Context: an optimization exercise on an open-source flow, tuned for small area. The choices shown serve that exercise and are no tape-out recipe.
Power is estimated from default activity; no workload was simulated.

==> flow/design.v (excerpt) <==
module xor_encrypt(
        input logic clk,
        input logic valid_in,
        input logic [7:0] key,
        input logic [255:0] code,
        output logic [255:0] code_out,
        output logic valid_out
);
clock: 4.0 ns
lec_check: 0
cap_margin: 20
core_margin: 2
core_utilization: 40
cts_buf_list: sky130_fd_sc_hd__clkbuf_16
cts_cluster_diameter: 100
cts_cluster_size: 24
gpl_timing_driven: 0
slew_margin: 20
synth_hierarchical: 1
synth_minimum_keep_size: 0
standard.sh (not shown) runs the stock make flow with config.mk's settings and CLKGATE_MAP_FILE= SYNTH_SCRIPT=/design/flow/synth_recipe.tcl, a recipe that flattens the netlist after the stock synthesis.
==> flow/flow/run.sh <==
#!/bin/bash
# Own layout flow: the standard flow (standard synthesis unchanged), with the port
# buffers that global placement inserts on every input and output made the smallest
# buffer, sky130_fd_sc_hd__buf_1, instead of the default pick. Everything else is as in
# the standard flow. make's full output goes to flow_make.log in this folder; ORFS
# writes each step's log under orfs/logs/.
set -euo pipefail
export BUFFER_PORTS_ARGS="-buffer_cell sky130_fd_sc_hd__buf_1"
export PRE_GLOBAL_PLACE_TCL="$PWD/flow/pre_gpl.tcl"
bash standard.sh finish > flow_make.log 2>&1
test -f out/final.def
==> flow/flow/pre_gpl.tcl <==
remove_buffers
Then changed:
--- a/flow/design.v
+++ b/flow/design.v
@@ -37,27 +37,28 @@
 logic [7:0] p12;
 logic [7:0] bs13_14;
 logic [7:0] p13;
 logic [7:0] p14;
 logic [7:0] bs15_16;
 logic [7:0] p15;
 logic [7:0] p16;
 logic [7:0] bs17_18;
+logic [7:0] bs17_19;
 logic [7:0] p17;
 logic [7:0] p18;
 logic [7:0] p19;
 logic [7:0] bs20_21;
+logic [7:0] p20;
+logic [7:0] p21;
 logic [7:0] bs22_23;
 logic [7:0] bs24_25;
 logic [7:0] bs26_27;
 logic [7:0] bs28_29;
 logic [7:0] bs30_31;
-logic [7:0] q20;
-logic [7:0] q21;
 logic [7:0] q22;
 logic [7:0] q23;
 logic [7:0] q24;
 logic [7:0] q25;
 logic [7:0] q26;
 logic [7:0] q27;
 logic [7:0] q28;
 logic [7:0] q29;
@@ -84,29 +85,30 @@
 xor_gate u_p12 (.A(p10), .B(bs11_12), .Y(p12));
 xor_gate u_bs13_14 (.A(code[111:104]), .B(code[119:112]), .Y(bs13_14));
 xor_gate u_p13 (.A(p12), .B(code[111:104]), .Y(p13));
 xor_gate u_p14 (.A(p12), .B(bs13_14), .Y(p14));
 xor_gate u_bs15_16 (.A(code[127:120]), .B(code[135:128]), .Y(bs15_16));
 xor_gate u_p15 (.A(p14), .B(code[127:120]), .Y(p15));
 xor_gate u_p16 (.A(p14), .B(bs15_16), .Y(p16));
 xor_gate u_bs17_18 (.A(code[143:136]), .B(code[151:144]), .Y(bs17_18));
+xor_gate u_bs17_19 (.A(bs17_18), .B(code[159:152]), .Y(bs17_19));
 xor_gate u_p17 (.A(p16), .B(code[143:136]), .Y(p17));
 xor_gate u_p18 (.A(p16), .B(bs17_18), .Y(p18));
-xor_gate u_p19 (.A(p18), .B(code[159:152]), .Y(p19));
+xor_gate u_p19 (.A(p16), .B(bs17_19), .Y(p19));
 xor_gate u_bs20_21 (.A(code[167:160]), .B(code[175:168]), .Y(bs20_21));
+xor_gate u_p20 (.A(p19), .B(code[167:160]), .Y(p20));
+xor_gate u_p21 (.A(p19), .B(bs20_21), .Y(p21));
 xor_gate u_bs22_23 (.A(code[183:176]), .B(code[191:184]), .Y(bs22_23));
 xor_gate u_bs24_25 (.A(code[199:192]), .B(code[207:200]), .Y(bs24_25));
 xor_gate u_bs26_27 (.A(code[215:208]), .B(code[223:216]), .Y(bs26_27));
 xor_gate u_bs28_29 (.A(code[231:224]), .B(code[239:232]), .Y(bs28_29));
 xor_gate u_bs30_31 (.A(code[247:240]), .B(code[255:248]), .Y(bs30_31));
-xor_gate u_q20 (.A(r[159:152]), .B(r[167:160]), .Y(q20));
-xor_gate u_q21 (.A(r[159:152]), .B(r[175:168]), .Y(q21));
-xor_gate u_q22 (.A(q21), .B(r[183:176]), .Y(q22));
-xor_gate u_q23 (.A(q21), .B(r[191:184]), .Y(q23));
+xor_gate u_q22 (.A(r[175:168]), .B(r[183:176]), .Y(q22));
+xor_gate u_q23 (.A(r[175:168]), .B(r[191:184]), .Y(q23));
 xor_gate u_q24 (.A(q23), .B(r[199:192]), .Y(q24));
 xor_gate u_q25 (.A(q23), .B(r[207:200]), .Y(q25));
 xor_gate u_q26 (.A(q25), .B(r[215:208]), .Y(q26));
 xor_gate u_q27 (.A(q25), .B(r[223:216]), .Y(q27));
 xor_gate u_q28 (.A(q27), .B(r[231:224]), .Y(q28));
 xor_gate u_q29 (.A(q27), .B(r[239:232]), .Y(q29));
 xor_gate u_q30 (.A(q29), .B(r[247:240]), .Y(q30));
 xor_gate u_q31 (.A(q29), .B(r[255:248]), .Y(q31));
@@ -125,18 +127,18 @@
 assign d[103:96] = p12;
 assign d[111:104] = p13;
 assign d[119:112] = p14;
 assign d[127:120] = p15;
 assign d[135:128] = p16;
 assign d[143:136] = p17;
 assign d[151:144] = p18;
 assign d[159:152] = p19;
-assign d[167:160] = code[167:160];
-assign d[175:168] = bs20_21;
+assign d[167:160] = p20;
+assign d[175:168] = p21;
 assign d[183:176] = code[183:176];
 assign d[191:184] = bs22_23;
 assign d[199:192] = code[199:192];
 assign d[207:200] = bs24_25;
 assign d[215:208] = code[215:208];
 assign d[223:216] = bs26_27;
 assign d[231:224] = code[231:224];
 assign d[239:232] = bs28_29;
@@ -163,18 +165,18 @@
 assign code_out[103:96] = r[103:96];
 assign code_out[111:104] = r[111:104];
 assign code_out[119:112] = r[119:112];
 assign code_out[127:120] = r[127:120];
 assign code_out[135:128] = r[135:128];
 assign code_out[143:136] = r[143:136];
 assign code_out[151:144] = r[151:144];
 assign code_out[159:152] = r[159:152];
-assign code_out[167:160] = q20;
-assign code_out[175:168] = q21;
+assign code_out[167:160] = r[167:160];
+assign code_out[175:168] = r[175:168];
 assign code_out[183:176] = q22;
 assign code_out[191:184] = q23;
 assign code_out[199:192] = q24;
 assign code_out[207:200] = q25;
 assign code_out[215:208] = q26;
 assign code_out[223:216] = q27;
 assign code_out[231:224] = q28;
 assign code_out[239:232] = q29;
Worst setup slack is better by 0.086 ns. Final cell count is higher slightly. Count of clock-buffer cells in the layout does not change. Non-clock buffer count is unchanged. Area after synthesis went up slightly. First-iteration DRC count rose slightly. Routed wire length stays flat. Sequential power rose by a few percent. Fmax climbs by a few percent.
No run of this note included a check of the RTL's function; only the layout flow was run.

port drivers added, routing unchanged:
The flow's constraints put no driver on any port. The routed layouts listed below were extracted and timed again, unchanged, in two steps. Step 1, drivers: a clkbuf_16 drives clk and a buf_2 each remaining input, both assumed. Step 2 adds t to the input delays and takes it off the output delays; t is the mean of the earliest and latest rising clock arrival at the registers after step 1. Input paths then give back, and output paths get back, about the clock's delay inside the block. a / b / c = no drivers / after step 1 / after step 2; a / b = the first two.
| run | t (ns) | setup WS [ns] | hold WS [ns] | latest minus earliest clock arrival (ns) | worst register clock-pin slew, ns |
|---|---|---|---|---|---|
| the first run | 0.532 | 0.143 / 0.170 / -0.362 | 0.529 / 0.510 / 1.042 | 0.014 / 0.014 | 0.10 / 0.10 |
| the second run | 0.529 | 0.228 / 0.248 / -0.281 | 0.539 / 0.513 / 1.042 | 0.014 / 0.014 | 0.10 / 0.10 |
With both steps, setup timing fails in the first run and the second run, where it was met with ideal ports. The setup slack of the second run, which loses most, moves by +0.020 ns with the drivers and by -0.509 ns with both steps.
